What follows belongs to an exercise in optimizing a design on an open flow for small area; a production flow would make more cautious choices.
The RTL was checked by simulation tests, not by an equivalence proof against the original design.
The clock port is modelled as an ideal driver; clocking choices that lean on that would not hold on a real chip.
Power is estimated from default activity; no workload was simulated.

==> design/flow/design.v <==
`timescale 1ns / 1ps
module guessing_game(
    input btnC, btnL, btnR, btnU, btnD, clk,
    input [15:0] sw,
    output [15:0] led,
    output [6:0] seg,
    output [3:0] an,
    output dp
    );
    wire rst = btnC;
    wire [3:0] bin = {btnU, btnR, btnD, btnL};
    reg  [3:0] o, w;
    reg  [4:0] s [0:3];
    reg  [3:0] z;
    reg  [4:0] c, nx;
    integer i;
    always @* for (i = 0; i < 4; i = i + 1) z[i] = w[i] & (s[i] == 5'd0);
    always @(posedge clk, posedge rst)
        if (rst) begin
            o <= 4'b0;
            w <= 4'b0;
        end else begin
            o <= o ^ z;
            w <= (bin ^ o) & ~z;
        end
    always @(posedge clk)
        for (i = 0; i < 4; i = i + 1) begin
            c  = s[i] ^ 5'd10;
            nx = {c[3:0], c[4] ^ c[2] ^ (c[3:0] == 4'd0)} ^ 5'd10;
            s[i] <= w[i] ? nx : 5'd30;
        end
    wire [3:0] B = o;
    reg [8:0] t;
    always @(posedge clk, posedge rst)
        if (rst) t <= 9'd0;
        else     t <= t + 9'd1;
    wire en = (&t[6:0]) & (sw[0] | (&t[8:7]));
    reg [1:0] k;
    reg x, p, tw;
    reg [3:0] cw, cl;
    wire [3:0] y = 4'b0001 << k;
    wire bz = (B == 4'b0);
    wire match = (B == y);
    always @(posedge clk, posedge rst)
        if (rst) begin
            k <= 2'd0; x <= 1'b0; p <= 1'b0; tw <= 1'b0;
        end else if (en) begin
            x  <= ~bz;
            p  <= x & ~p;
            if (~x) tw <= match;
            if (bz) k <= x ? 2'd0 : k + 2'd1;
        end
    always @(posedge clk, posedge rst)
        if (rst) begin
            cw <= 4'd0; cl <= 4'd0;
        end else if (en) begin
            if (p) begin
                if (tw) cw <= cw + 4'd1;
                else    cl <= cl + 4'd1;
            end else if (cw == 4'd9) begin
                cw <= 4'd10; cl <= 4'd10;
            end else if (cl == 4'd9) begin
                cw <= 4'd15; cl <= 4'd15;
            end
        end
    wire [1:0] sd = t[4:3];
    reg [3:0] dig;
    always @* case (sd)
        2'd0: dig = cl;
        2'd1: dig = (cw == 4'hA) ? 4'hA : 4'hF;
        2'd2: dig = cw;
        2'd3: dig = (cl == 4'hF) ? 4'hF : 4'hA;
    endcase
    reg [6:0] sg;
    always @* case (dig)
        4'h0: sg = 7'b1000000;
        4'h1: sg = 7'b1111001;
        4'h2: sg = 7'b0100100;
        4'h3: sg = 7'b0110000;
        4'h4: sg = 7'b0011001;
        4'h5: sg = 7'b0010010;
        4'h6: sg = 7'b0000010;
        4'h7: sg = 7'b1111000;
        4'h8: sg = 7'b0000000;
        4'h9: sg = 7'b0010000;
        4'hA: sg = 7'b0001000;
        4'hB: sg = 7'b0000011;
        4'hC: sg = 7'b1000110;
        4'hD: sg = 7'b0100001;
        4'hE: sg = 7'b0000110;
        4'hF: sg = 7'b0001110;
    endcase
    assign seg = sg;
    assign an  = ~(4'b0001 << sd);
    assign dp  = 1'b1;
    assign led = {cl, cw, B, y};
endmodule
==> design/flow/config.mk <==
export PLATFORM = sky130hd
export DESIGN_NAME = guessing_game
export DESIGN_NICKNAME = guessing_game
export VERILOG_FILES = /design/flow/design.v
export SDC_FILE = /design/flow/constraint.sdc
export NUM_CORES = 4
export LEC_CHECK = 0
export CAP_MARGIN = 20
export CORE_MARGIN = 2
export CORE_UTILIZATION = 40
export SLEW_MARGIN = 20
==> design/flow/constraint.sdc <==
create_clock -name core_clock -period 10.0 [get_ports {clk}]
set_input_delay 2.0000 -clock core_clock [delete_from_list [all_inputs] [get_ports {clk}]]
set_output_delay 2.0000 -clock core_clock [all_outputs]
set_load 0.01 [all_outputs]
==> design/flow/standard.sh <==
#!/bin/bash
# synth_recipe.tcl (not shown) runs the flow's synth.tcl, then flattens the netlist and writes it again
# the make line also repeats each setting of config.mk as NAME=value (left out here)
make -C /OpenROAD-flow-scripts/flow DESIGN_CONFIG=/design/flow/config.mk WORK_HOME=/design/flow/orfs CLKGATE_MAP_FILE= SYNTH_SCRIPT=/design/flow/synth_recipe.tcl "${@:-finish}"
==> design/flow/flow/pre_cts.tcl <==
# Clock distribution without a root buffer: the clock port drives
# CLK_GROUPS leaf buffers (CLK_LEAF_BUF) directly, each placed at the centre
# of its group of registers (groups are equal slices of the registers sorted
# by x). CTS is then told to leave these nets alone.
set dbu [[[ord::get_db] getTech] getDbUnitsPerMicron]
set sinks {}
foreach p [get_pins -of_objects [get_nets clk]] {
  set it [[sta::sta_to_db_pin $p] getInst]
  if {$it == "NULL"} continue
  set bb [$it getBBox]
  set x [expr {([$bb xMin] + [$bb xMax]) / 2.0 / $dbu}]
  set y [expr {([$bb yMin] + [$bb yMax]) / 2.0 / $dbu}]
  lappend sinks [list $x $y [get_full_name $p]]
}
set sinks [lsort -real -index 0 $sinks]
set n [llength $sinks]
set g $::env(CLK_GROUPS)
set skip [list clk]
for {set k 0} {$k < $g} {incr k} {
  set lo [expr {$k * $n / $g}]
  set hi [expr {($k + 1) * $n / $g - 1}]
  set pins {}; set sx 0; set sy 0
  foreach s [lrange $sinks $lo $hi] {
    lappend pins [get_pins [lindex $s 2]]
    set sx [expr {$sx + [lindex $s 0]}]; set sy [expr {$sy + [lindex $s 1]}]
  }
  set m [llength $pins]
  set cx [expr {$sx / $m}]; set cy [expr {$sy / $m}]
  set before [dict create]
  foreach i [get_cells *] { dict set before [get_full_name $i] 1 }
  insert_buffer -buffer_cell $::env(CLK_LEAF_BUF) -net clk -load_pins $pins -location [list $cx $cy]
  foreach i [get_cells *] {
    if {![dict exists $before [get_full_name $i]]} { set leaf $i }
  }
  set net [get_full_name [get_nets -of_objects [get_pins -of_objects $leaf -filter "direction==output"]]]
  puts "clock leaf [get_full_name $leaf] at $cx $cy drives $m registers on $net"
  lappend skip $net
}
set_cts_config -skip_nets $skip
==> design/flow/flow/area.abc <==
strash
dch -f
amap
topo
==> design/flow/flow/run.sh <==
#!/bin/bash
# Own layout flow: the standard ORFS flow with three changes that only
# affect cell area:
#  - synthesis maps logic with an area-oriented ABC script (flow/area.abc)
#    and leaves half adders to ABC instead of fixed ha cells; the registers
#    are mapped exactly as in the standard synthesis;
#  - port buffers use sky130_fd_sc_hd__buf_1;
#  - the clock port drives three clkbuf_8, each driving a third of the
#    registers (flow/pre_cts.tcl), instead of a CTS tree.
set -euo pipefail
W=$PWD
export MY_ABC_SCRIPT=$W/flow/area.abc
cat > $W/my_synth.tcl <<EOT
proc abc {args} {
  set i [lsearch -exact \$args -script]
  if {\$i >= 0} { lset args [expr {\$i + 1}] \$::env(MY_ABC_SCRIPT) }
  yosys abc {*}\$args
}
proc extract_fa {args} {}
source $W/synth_recipe.tcl
EOT
sed "s|SYNTH_SCRIPT=[^ ]*|SYNTH_SCRIPT=$W/my_synth.tcl|" $W/standard.sh > $W/my_standard.sh
export BUFFER_PORTS_ARGS="-buffer_cell sky130_fd_sc_hd__buf_1"
export CLK_LEAF_BUF=sky130_fd_sc_hd__clkbuf_8
export CLK_GROUPS=3
export PRE_CTS_TCL=$W/flow/pre_cts.tcl
bash $W/my_standard.sh > $W/flow_make.log 2>&1
==> notes.md, run 1 <==
- Crit start category: flip-flop
- Most used DFF post-synth: dfrtp_1
- Pwr Density: ~170 nW/um2
- DP Wirelength: roughly 3 mm
- Setup violations, final: 0
- Final cycle utilization of the critical path: 48.4%
- Layout cell share with drive strength beyond 1: between 1 and 1.5%
- IO Port Bufs: 33
- 1st-iter DRT viols: 56
- Ranking of synthesized cells by area: dfrtp_1 35%, dfxtp_1 19%, clkinv_1 7.8%, nor2_1 7.6%, nand2_1 5.1%
- Post-route minimum period: slightly below 5 ns
- DIE WIDTH: around 77 um
- CP Cell Sequence: clkinv_1 -> nor2_1 -> clkinv_1 -> nor2_1 -> clkinv_1 -> nor3_1 -> nor3_1 -> o21ai_0 -> clkinv_1 -> nor2_1 -> o21ai_0 -> nor2_1 -> a31o_1 -> buf_1
- Status: complete, no violations
- Top cell type's share of synthesized area: a little over a third
- Slowest-stage cell, CP: dfrtp_1
- Worst-Skew Late Latency: 0.16 ns
- RSZ-0062 raised after global routing: no
- Synth Cell Area: 2120 um2
- Clk pin slew, worst setup/hold paths: about 0.10 ns
- Ys async rst share: around three fifths
- Fin util: between 40% and 50%
- DRC Markers: 0
- CP max stage delay: around 0.44 ns
- Synthesized area per cell: between 8 and 9 um2
- Via density per instance: a little under 5
- First drt pass iteration count: 4
- Synth area leader: dfrtp_1
- Final Hold Viols: 0
- Largest net degree at the start of global routing: 31
- Peak supply drop: around 0.11 mV
- First-pass GRT wire length: between 7 and 8 mm
- FF+latch count, synth: 50
- Nets@finish: 312
- Clk_skew: approximately 0.010 ns
- Worst Tran Pin Value: 0.720 ns
- FMAX: approximately 210 MHz
- Routed Antenna Nets: 0
- FILL cells: 513
- CORE AREA: between 5000 and 6000 um2
- Number of I/O pins: 50
- Setup TNS: 0 ns
- Die ar.: between 5000 and 6000 um2
- Top-count cell post-synth: clkinv_1
- Global route total overflow: 0
- Initial antenna violation count: 0
- Crit end category: primary output
- Initial core utilization: roughly 42%
- Sequential share of the synthesized area: a little over half
- Post CTS Setup Buffer Count: 0
- Gpl congestion: ~0.8
- Post-CTS sizing: 0
- Routed wire length: between 3 and 4 mm
- Static Leak: between 0.0009 and 0.001 uW
- Die Y-Extent: 76.8 um
- Synth top cells by count: 44 x clkinv_1, 43 x nor2_1, 30 x dfrtp_1, 29 x nand2_1, 20 x dfxtp_1
- Hold-fix buffers, CTS: 0
- Final Slew Violations: 0
- Ant. Diodes: 0
- Area Growth Syn to Fin: 11.6%
- Worst hold slack: between 0.4 and 0.5 ns
- Mapped Cells: 253
- WP data required: roughly 8.0 ns
- Crit path kind: flip-flop to primary output
- Layout Cells excl Fill: 358
- Worst EP arrival: approximately 2.8 ns
- Max-cap violations: 0
- DR WL/cell: roughly 11 um
- Tot Pwr: roughly 390 uW
- Post-synthesis cell type count: 28
- Max-slew headroom: slightly above 50%
- Mapped Nets: roughly 280
- Total placed cells including tap cells: between 300 and 400
- All-layer global routing usage: 13.8%
- Row cnt: 26
- EDFF count, synth: 0
- Vias: ~1700
- Largest fanout on the critical path: 7
- Vias in the first global route: 1595
- Min-delay worst type: flip-flop to flip-flop
- Syn. warnings: 2
==> cells by family (layout without fill, tap and decap cells) <==
family                 after synthesis  count (layout)  synth area share, %
AO/OA/AOI/OAI                       63              63                 18.8
buffers and inverters               45              80                 8.14
other                                1               1                0.177
flip-flops                          50              50                 54.2
XOR/XNOR                             1               1                0.413
AND/OR/NAND/NOR                     93              93                 18.2
==> state kept, by name, summed over array words and instances, names as in the netlist <==
| register | flops |
|---|---|
| p | 1 |
| o | 4 |
| x | 1 |
| tw | 1 |
| k | 2 |
| cl | 4 |
| s | 20 |
| t | 9 |
| cw | 4 |
| w | 4 |
==> report_power, final <==
part | switching [uW] | internal (uW) | total (uW)
registers | 28.8 | 235 | 263
clock network | 49.9 | 27.9 | 77.8
logic | 27.7 | 22.5 | 50.2
==> critical path: cells and delay by family (launching register included) <==
kind	cells	cell delay [ns]
compound gates	3	0.52
simple gates	6	0.98
buf+inv	5	0.76
flops	1	0.44
==> area by class of cell, without the clock buffers <==
type,instances,area (um2),share of cell area [%]
timing repair buffer,33,124,5.23
tap,70,87.6,3.70
multi-input combinational,158,798,33.7
inverter,44,166,7.03
sequential,50,1150,48.6
==> through the flow <==
stage          area, um2  worst slack, ns
3_5_place_dp        2330             5.39
6_report            2370             5.16
3_3_place_gp        2330             5.38
2_1_floorplan       2120             5.78
4_1_cts             2370             5.39
5_1_grt             2370             4.77
==> placed cells by master, fill, tap and decap left out, drive strengths merged, types with 4 or more instances in the layout <==
master | Yosys | layout
nand2 | 29 | 29
a21oi | 12 | 12
nor2 | 43 | 43
clkinv | 44 | 44
a211oi | 4 | 4
nor4 | 5 | 5
nand3 | 7 | 7
o32ai | 4 | 4
o21ai | 15 | 15
dfrtp | 30 | 30
o22ai | 13 | 13
dfxtp | 20 | 20
a31oi | 6 | 6
buf | 1 | 33
nor3 | 5 | 5
==> per-layer routing <==
layer	share of wire, %	vias to the layer above	track usage, %
li1	-	934	-
met1	51	763	19.4
met2	45	19	24.3
met3	2.8	4	0.941
met4	1.3	0	1.45
met5	0	-	0
==> final timing paths <==
path                               from  cells past startpoint  slack [ns]       to
worst max-delay path              cl[1]                     14        5.16   seg[0]
worst max register to register     t[0]                     14        7.22    cw[3]
max in group asynchronous          btnC                      2        7.83     w[2]
min in group asynchronous          btnC                      2        1.83     t[4]
worst min-delay path            s[2][3]                      1        0.40  s[2][4]
worst min register to register  s[2][3]                      1        0.40  s[2][4]
==> run 2: changes to the inputs <==
--- a/design/flow/design.v
+++ b/design/flow/design.v
@@ -15,5 +15,5 @@
     reg  [4:0] c, nx;
     integer i;
-    always @* for (i = 0; i < 4; i = i + 1) z[i] = w[i] & (s[i] == 5'd0);
+    always @* for (i = 0; i < 4; i = i + 1) z[i] = w[i] & (s[i] == 5'd9);
     always @(posedge clk, posedge rst)
         if (rst) begin
@@ -26,7 +26,7 @@
     always @(posedge clk)
         for (i = 0; i < 4; i = i + 1) begin
-            c  = s[i] ^ 5'd10;
-            nx = {c[3:0], c[4] ^ c[2] ^ (c[3:0] == 4'd0)} ^ 5'd10;
-            s[i] <= w[i] ? nx : 5'd30;
+            c  = s[i] ^ 5'd13;
+            nx = {c[3:0], c[4] ^ c[2] ^ (c[3:0] == 4'd0)} ^ 5'd13;
+            s[i] <= w[i] ? nx : 5'd4;
         end
     wire [3:0] B = o;
==> design/flow/flow/area.abc (replaced) <==
strash
&get -n
&deepsyn -T 30
&put
dch -f
amap
strash
dch -f
amap
topo
==> notes.md, run 2 <==
- Post-synthesis mux area share: 0% (unchanged)
- Slowest-stage cell, CP: o21ai_0 (was dfrtp_1)
- Switching portion of total power: 30.0% (was 27.2%)
- CP Cell Sequence: clkinv_1 -> nor2_1 -> a31oi_1 -> o21ai_0 -> clkinv_1 -> a22oi_1 -> nor2_1 -> nor2_1 -> a21oi_1 -> a21oi_1 -> nor2_1 -> buf_1 (was clkinv_1 -> nor2_1 -> clkinv_1 -> nor2_1 -> clkinv_1 -> nor3_1 -> nor3_1 -> o21ai_0 -> clkinv_1 -> nor2_1 -> o21ai_0 -> nor2_1 -> a31o_1 -> buf_1)
- Switching power total: 138 uW (was 106 uW)
- Post-Synth Simple-Gate Area: 22.0% (was 18.2%)
- Status: complete, no violations (unchanged)
- Setup violations, final: 0 (unchanged)
- Final Hold Viols: 0 (unchanged)
- Post-synthesis compound-gate area fraction: 15.7% (was 18.8%)
- Vias: 1663 (was 1720)
- Initial core utilization: 41.0% (was 41.5%)
- Number of I/O pins: 50 (unchanged)
- Initial antenna violation count: 0 (unchanged)
- Ys async rst share: 60.0% (unchanged)
- DR WL/cell: 10.6 um (was 10.7 um)
- XOR/XNOR Fraction of Synth Area: 0% (was 0.413%)
- Area Growth Syn to Fin: 11.8% (was 11.6%)
- CP max stage delay: 0.57 ns (was 0.44 ns)
- Largest register by flop count: s (unchanged)
- Die Y-Extent: 76.1 um (was 76.8 um)
- Ant. Diodes: 0 (unchanged)
- Post-route minimum period: 4.74 ns (was 4.84 ns)
- Combinational family with the most area after synthesis: simple AND/OR/NAND/NOR gates (was compound AO/OA/AOI/OAI gates)
- Layout cell share with drive strength beyond 1: 1.44% (was 1.39%)
- Post-CTS sizing: 0 (unchanged)
- Gpl congestion: 0.772 (was 0.818)
- Final cycle utilization of the critical path: 47.4% (was 48.4%)
- FF+latch count, synth: 50 (unchanged)
- RSZ-0062 raised after global routing: no (unchanged)
- WP data required: 8.00 ns (about the same)
- Sequential share of the synthesized area: 55.3% (was 54.2%)
- Routed Antenna Nets: 0 (unchanged)
- Synthesized area per cell: 8.60 um2 (was 8.39 um2)
- CORE AREA: 5070 um2 (was 5110 um2)
- Final Slew Violations: 0 (unchanged)
- Crit end category: primary output (unchanged)
- Post CTS Setup Buffer Count: 0 (unchanged)
- Pint: 322 uW (was 285 uW)
- 1st-iter DRT viols: 57 (was 56)
- Clk_skew: 0.00595 ns (was 0.00998 ns)
- DIE WIDTH: 76.1 um (was 76.8 um)
- Max-cap violations: 0 (unchanged)
- Most common cell after layout, fill and taps aside: nor2_1
- DP Wirelength: 2.89 mm (was 2.92 mm)
- Crit start category: flip-flop (unchanged)
- Mapped Cells: 242 (was 253)
- Top cell by count, worst path: nor2_1
- Most used DFF post-synth: dfrtp_1 (unchanged)
- Clk pin slew, worst setup/hold paths: 0.10 ns (about the same)
- Largest registers: s: 20 flops, t: 9 flops (unchanged)
- Crit path kind: flip-flop to primary output (unchanged)
- Buffers plus inverters on the worst setup path: 3 (was 5)
- Worst Tran Pin Value: 0.708 ns (was 0.720 ns)
- First-pass GRT wire length: 6.40 mm (was 7.14 mm)
- Min-delay worst type: flip-flop to flip-flop (unchanged)
- Die ar.: 5800 um2 (was 5900 um2)
- Setup TNS: 0 ns (unchanged)
- Via density per instance: 4.79 (was 4.80)
- IO Port Bufs: 33 (unchanged)
- Peak supply drop: 0.137 mV (was 0.108 mV)
- FILL cells: 519 (was 513)
- Max-slew headroom: 52.3% (was 51.5%)
- Reg area: 1150 um2 (unchanged)
- Syn. warnings: 2 (unchanged)
- Nets@finish: 301 (was 312)
- Routed wire length: 3.68 mm (was 3.82 mm)
- Top-count cell post-synth: nor2_1 (was clkinv_1)
- Hold-fix buffers, CTS: 0 (unchanged)
- Global route total overflow: 0 (unchanged)
- Largest net degree at the start of global routing: 31 (unchanged)
- Largest fanout on the critical path: 7 (unchanged)
- Pwr Density: 198 nW/um2 (was 165 nW/um2)
- Row cnt: 26 (unchanged)
- Adder-cell share of the synthesized area: 0% (unchanged)
- Most frequent cells in the layout: 63 x nor2_1, 35 x clkinv_1, 33 x buf_1 (was 43 x clkinv_1, 43 x nor2_1, 33 x buf_1)
- Number of flip-flops in the largest register: 20 (unchanged)
- Top cell type's share of synthesized area: 36.1% (was 35.4%)
- Synth Cell Area: 2080 um2 (was 2120 um2)
- EDFF count, synth: 0 (unchanged)
- Worst EP arrival: 2.74 ns (was 2.84 ns)
- All-layer global routing usage: 12.6% (was 13.8%)
- Area of the multi-input gates: 788 um2 (was 798 um2)
- Ranking of synthesized cells by area: dfrtp_1 36%, dfxtp_1 19%, nor2_1 11%, clkinv_1 6.5%, a21oi_1 3.6% (was dfrtp_1 35%, dfxtp_1 19%, clkinv_1 7.8%, nor2_1 7.6%, nand2_1 5.1%)
- FMAX: 211 MHz (was 207 MHz)
- Clock share of power: 16.4% (was 19.9%)
- Worst-Skew Late Latency: 0.16 ns (about the same)
- Comb power frac: 18.6% (was 12.8%)
- DRC Markers: 0 (unchanged)
- Static Leak: 0.000904 uW (was 0.000948 uW)
- First drt pass iteration count: 4 (unchanged)
- Mapped Nets: 264 (was 275)
- Post-synthesis cell type count: 30 (was 28)
- Worst hold slack: 0.392 ns (was 0.403 ns)
- Seq pwr share: 65.1% (was 67.3%)
- Worst path top cell family by delay: compound AO/OA/AOI/OAI gates (was simple AND/OR/NAND/NOR gates)
- Synth top cells by count: 63 x nor2_1, 36 x clkinv_1, 30 x dfrtp_1, 20 x dfxtp_1, 15 x a21oi_1 (was 44 x clkinv_1, 43 x nor2_1, 30 x dfrtp_1, 29 x nand2_1, 20 x dfxtp_1)
- Synth area leader: dfrtp_1 (unchanged)
- Vias in the first global route: 1453 (was 1595)
[run 2: power by group through the flow]
| stage | registers [uW] | clock network [uW] | logic [uW] |
|---|---|---|---|
| 6_report | 300 | 75.3 | 85.5 |
| 5_1_grt | 308 | 85.5 | 100 |
| 4_1_cts | 304 | 57.7 | 86.9 |
| 3_5_place_dp | 304 | 0 | 87.0 |
| 3_3_place_gp | 302 | 0 | 83.8 |
| 2_1_floorplan | 297 | 0 | 65.1 |
[run 2: path summary, 6_finish.rpt]
path / startpoint / end / cells past startpoint / slack [ns]
setup / recovery: t[3] / seg[5] / 12 / 5.26
hold reg to reg: s[2][1] / s[2][2] / 1 / 0.39
hold / removal: s[2][1] / s[2][2] / 1 / 0.39
min in group asynchronous: btnC / w[3] / 2 / 1.83
max in group asynchronous: btnC / k[0] / 2 / 7.84
setup reg to reg: t[3] / cl[3] / 16 / 6.97
[run 2: final cells by class, without the clock buffers]
cell class / instances / share of cell area, %
flip-flops and latches: 50 / 49.4
multi-input cells: 155 / 33.9
inverters: 36 / 5.86
repair buffers: 33 / 5.32
well taps: 70 / 3.76
[run 2: routing by layer]
layer / up-vias / GRT usage [%] / wire length, um
li1: 894 / - / -
met1: 739 / 17.3 / 1830
met2: 25 / 21.9 / 1660
met3: 5 / 1.54 / 136
met4: 0 / 2.00 / 52
met5: - / 0 / 0
[run 2: logic make-up after synthesis]
family	Yosys count
and+or+nand+nor	104
AOI/OAI and AO/OA	50
DFF	50
buffers and inverters	37
other	1
[run 2: through the flow]
stage | std cells | setup slack [ns] | total power [uW] | area (um2) | util, %
after floorplan | 242 | 5.92 | 362 | 2080 | -
after global placement | 344 | 5.44 | 386 | 2290 | 45.0
after detailed placement | 344 | 5.46 | 391 | 2290 | 45.1
after CTS | 347 | 5.47 | 449 | 2330 | 45.9
after global routing | 347 | 4.90 | 494 | 2330 | 45.9
final | 347 | 5.26 | 460 | 2330 | 45.9
==> run 3: changes to the inputs <==
--- a/design/flow/design.v
+++ b/design/flow/design.v
@@ -15,24 +15,26 @@
     reg  [4:0] c, nx;
     integer i;
-    always @* for (i = 0; i < 4; i = i + 1) z[i] = w[i] & (s[i] == 5'd9);
+    always @* for (i = 0; i < 4; i = i + 1) z[i] = w[i] & (s[i] == 5'd17);
     always @(posedge clk, posedge rst)
-        if (rst) begin
-            o <= 4'b0;
-            w <= 4'b0;
-        end else begin
-            o <= o ^ z;
-            w <= (bin ^ o) & ~z;
-        end
+        if (rst) o <= 4'b0;
+        else     o <= o ^ z;
+    always @(posedge clk)
+        if (rst) w <= 4'b0;
+        else     w <= (bin ^ o) & ~z;
     always @(posedge clk)
         for (i = 0; i < 4; i = i + 1) begin
-            c  = s[i] ^ 5'd13;
-            nx = {c[3:0], c[4] ^ c[2] ^ (c[3:0] == 4'd0)} ^ 5'd13;
-            s[i] <= w[i] ? nx : 5'd4;
+            c  = s[i] ^ 5'd11;
+            nx = {c[3:0], c[4] ^ c[2] ^ (c[3:0] == 4'd0)} ^ 5'd11;
+            s[i] <= w[i] ? nx : 5'd30;
         end
     wire [3:0] B = o;
     reg [8:0] t;
+    wire [8:0] tn = t + 9'd1;
     always @(posedge clk, posedge rst)
-        if (rst) t <= 9'd0;
-        else     t <= t + 9'd1;
+        if (rst) t[4:3] <= 2'd0;
+        else     t[4:3] <= tn[4:3];
+    always @(posedge clk)
+        if (rst) begin t[8:5] <= 4'd0; t[2:0] <= 3'd0; end
+        else     begin t[8:5] <= tn[8:5]; t[2:0] <= tn[2:0]; end
     wire en = (&t[6:0]) & (sw[0] | (&t[8:7]));
     reg [1:0] k;
--- a/design/flow/flow/run.sh
+++ b/design/flow/flow/run.sh
@@ -6,5 +6,5 @@
 #    are mapped exactly as in the standard synthesis;
 #  - port buffers use sky130_fd_sc_hd__buf_1;
-#  - the clock port drives three clkbuf_8, each driving a third of the
+#  - the clock port drives three buf_6, each driving a third of the
 #    registers (flow/pre_cts.tcl), instead of a CTS tree.
 set -euo pipefail
@@ -22,5 +22,5 @@
 sed "s|SYNTH_SCRIPT=[^ ]*|SYNTH_SCRIPT=$W/my_synth.tcl|" $W/standard.sh > $W/my_standard.sh
 export BUFFER_PORTS_ARGS="-buffer_cell sky130_fd_sc_hd__buf_1"
-export CLK_LEAF_BUF=sky130_fd_sc_hd__clkbuf_8
+export CLK_LEAF_BUF=sky130_fd_sc_hd__buf_6
 export CLK_GROUPS=3
 export PRE_CTS_TCL=$W/flow/pre_cts.tcl
==> design/flow/flow/area.abc (replaced) <==
strash
&get -n
&deepsyn -T 30 -S 1
&put
dch -f
amap
strash
dch -f
amap
topo
==> notes.md, run 3 <==
- Setup TNS: 0 ns (unchanged)
- Synth Cell Area: 2020 um2 (was 2080 um2)
- Crit end category: primary output (unchanged)
- Worst-Skew Late Latency: 0.13 ns (was 0.16 ns)
- Largest registers: s: 20 flops, t: 9 flops (unchanged)
- Ant. Diodes: 0 (unchanged)
- Die ar.: 5650 um2 (was 5800 um2)
- Routed wire length: 3.78 mm (was 3.68 mm)
- Worst EP arrival: 2.28 ns (was 2.74 ns)
- FF+latch count, synth: 50 (unchanged)
- Mapped Cells: 235 (was 242)
- Ys async rst share: 38.0% (was 60.0%)
- WP depth: 10 (was 12)
- Crit path kind: flip-flop to primary output (unchanged)
- DP Wirelength: 2.91 mm (was 2.89 mm)
- Reg-to-reg critical path endpoint: cl[1] (was cl[3])
- Number of flip-flops in the largest register: 20 (unchanged)
- Top-count cell post-synth: nor2_1 (unchanged)
- Post-route minimum period: 4.28 ns (was 4.74 ns)
- Worst Tran Pin Value: 0.715 ns (was 0.708 ns)
- Gpl congestion: 0.784 (was 0.772)
- 1st-iter DRT viols: 58 (was 57)
- Final Instance Area: 2260 um2 (was 2330 um2)
- CORE AREA: 4820 um2 (was 5070 um2)
- Post-synthesis cell type count: 31 (was 30)
- Static Leak: 0.000837 uW (was 0.000904 uW)
- Max-slew headroom: 51.9% (was 52.3%)
- Buffers plus inverters on the worst setup path: 3 (unchanged)
- Synthesized area per cell: 8.61 um2 (was 8.60 um2)
- Most used DFF post-synth: dfxtp_1 (was dfrtp_1)
- Largest register by flop count: s (unchanged)
- Clk_skew: 0.00770 ns (was 0.00595 ns)
- Most common cell after layout, fill and taps aside: nor2_1 (unchanged)
- DR WL/cell: 11.2 um (was 10.6 um)
- Worst path top cell family by delay: compound AO/OA/AOI/OAI gates (unchanged)
- Clk pin slew, worst setup/hold paths: 0.11 ns (was 0.10 ns)
- Hold-fix buffers, CTS: 0 (unchanged)
- DIE WIDTH: 75.1 um (was 76.1 um)
- Largest fanout on the critical path: 7 (unchanged)
- Syn. warnings: 2 (unchanged)
- Slowest-stage cell, CP: dfrtp_1 (was o21ai_0)
- Placed Area: 2220 um2 (was 2290 um2)
- Vias: 1674 (was 1663)
- Vias in the first global route: 1403 (was 1453)
- First-pass GRT wire length: 6.27 mm (was 6.40 mm)
- Initial antenna violation count: 0 (unchanged)
- CP max stage delay: 0.48 ns (was 0.57 ns)
- Synth top cells by count: 44 x nor2_1, 31 x dfxtp_1, 30 x nand2_1, 25 x clkinv_1, 19 x dfrtp_1 (was 63 x nor2_1, 36 x clkinv_1, 30 x dfrtp_1, 20 x dfxtp_1, 15 x a21oi_1)
- Sequential share of the synthesized area: 54.1% (was 55.3%)
- Max-cap violations: 0 (unchanged)
- Post CTS Setup Buffer Count: 0 (unchanged)
- Synth area leader: dfxtp_1 (was dfrtp_1)
- Initial core utilization: 42.0% (was 41.0%)
- First drt pass iteration count: 4 (unchanged)
- Peak supply drop: 0.122 mV (was 0.137 mV)
- R2r setup slk: 7.31 ns (was 6.97 ns)
- Top cell type's share of synthesized area: 30.7% (was 36.1%)
- FF-to-FF Start: t[0] (was t[3])
- Hold Path Sink: s[0][4] (was s[2][2])
- Most frequent cells in the layout: 44 x nor2_1, 33 x buf_1, 31 x dfxtp_1 (was 63 x nor2_1, 35 x clkinv_1, 33 x buf_1)
- Worst hold start: s[0][3] (was s[2][1])
- Number of I/O pins: 50 (unchanged)
- Final cycle utilization of the critical path: 42.8% (was 47.4%)
- Reg2Reg Depth: 13 (was 16)
- Ranking of synthesized cells by area: dfxtp_1 31%, dfrtp_1 23%, nor2_1 8.2%, nand2_1 5.6%, clkinv_1 4.6% (was dfrtp_1 36%, dfxtp_1 19%, nor2_1 11%, clkinv_1 6.5%, a21oi_1 3.6%)
- FMAX: 234 MHz (was 211 MHz)
- FILL cells: 511 (was 519)
- Global route total overflow: 0 (unchanged)
- Row cnt: 25 (was 26)
- Post-CTS sizing: 0 (unchanged)
- Nets@finish: 294 (was 301)
- Via density per instance: 4.97 (was 4.79)
- WP data required: 8.00 ns (about the same)
- All-layer global routing usage: 13.6% (was 12.6%)
- Hold Crit Depth: 1 (unchanged)
- Die Y-Extent: 75.1 um (was 76.1 um)
- Final Slew Violations: 0 (unchanged)
- Area Growth Syn to Fin: 11.6% (was 11.8%)
- IO Port Bufs: 33 (unchanged)
- Final Hold Viols: 0 (unchanged)
- Status: complete, no violations (unchanged)
- Largest net degree at the start of global routing: 21 (was 31)
- Crit start category: flip-flop (unchanged)
- RSZ-0062 raised after global routing: no (unchanged)
- Routed Antenna Nets: 0 (unchanged)
- CP Cell Sequence: clkinv_1 -> o22ai_1 -> clkinv_1 -> nor2_1 -> o21ai_0 -> o21ai_0 -> nor2_1 -> o41ai_1 -> or2_0 -> buf_1 (was clkinv_1 -> nor2_1 -> a31oi_1 -> o21ai_0 -> clkinv_1 -> a22oi_1 -> nor2_1 -> nor2_1 -> a21oi_1 -> a21oi_1 -> nor2_1 -> buf_1)
- Min-delay worst type: flip-flop to flip-flop (unchanged)
- EDFF count, synth: 0 (unchanged)
- Pwr Density: 151 nW/um2 (was 198 nW/um2)
- Layout cell share with drive strength beyond 1: 1.11% (was 1.44%)
- Mapped Nets: 257 (was 264)
- DRC Markers: 0 (unchanged)
- Setup violations, final: 0 (unchanged)
-- run 3: metal layers --
metal  GRT usage [%]  vias up  wire [um]
met4           0.975        0         29
met5               0        -          0
li1                -      896          -
met1            19.7      747       1910
met2            23.4       27       1710
met3            1.07        4        132
-- run 3: final cells by class, without the clock buffers --
cell class              instances  area (um2)  share of cell area, %
flip-flops and latches         50        1100                   48.5
well taps                      67        83.8                   3.71
repair buffers                 33         124                   5.48
multi-input cells             159         827                   36.6
inverters                      25        93.8                   4.16
-- run 3: report_power, final --
group	total, uW	leakage, uW	internal (uW)	switching [uW]
clock	71.5	0.0000182	24.2	47.2
sequential	217	0.000478	209	7.80
combinational	52.5	0.000341	19.4	33.2
total	341	0.000837	253	88.2
-- run 3: logic make-up after synthesis --
group                  synth area share [%]
AND/OR/NAND/NOR                        24.2
flip-flops                             54.1
AO/OA/AOI/OAI                          16.4
buffers and inverters                  5.01
other                                 0.185
-- run 3: worst max path at each step --
stage	slack, ns	endpoint	start
after global routing	5.35	seg[2]	t[4]
after floorplan	6.16	seg[0]	t[4]
final	5.72	seg[2]	t[4]
after CTS	5.89	seg[2]	t[4]
after detailed placement	5.89	seg[2]	t[4]
after global placement	5.87	seg[1]	t[4]
-- run 3: through the flow --
step	worst slack [ns]	cells	utilization (%)	hold WS, ns	total power (uW)
after global routing	5.35	337	46.9	0.425	362
after detailed placement	5.89	334	46.2	0.381	275
after global placement	5.87	334	46.2	0.377	274
after CTS	5.89	337	46.9	0.381	329
after floorplan	6.16	235	-	0.365	257
final	5.72	337	46.9	0.405	341

## re-timing with driven ports
No port has a modelled driver above. Below, the same layouts with a new extraction and two added sets of constraints.
Step 1: set_driving_cell puts a clkbuf_16 on clk and a buf_2 on each other input, an assumption about the parent block.
Step 2, shift: input delay + t, output delay - t, t = (earliest + latest rising clock arrival at the registers) / 2. This alone moves slack from input paths to output paths.
a / b / c = no drivers / after step 1 / after step 2; a / b = the first two.
run	t (ns)	slack for setup (ns)	worst setup path at the end	worst register clock-pin slew, ns	cell pins on the clock port's net
run 1	0.201	5.160 / 5.113 / 5.314	register to output	0.10 / 0.10	3
run 2	0.200	5.264 / 5.217 / 5.417	register to output	0.10 / 0.10	3
run 3	0.175	5.721 / 5.676 / 5.851	register to output	0.11 / 0.11	3
After both steps every run listed still meets setup and hold.
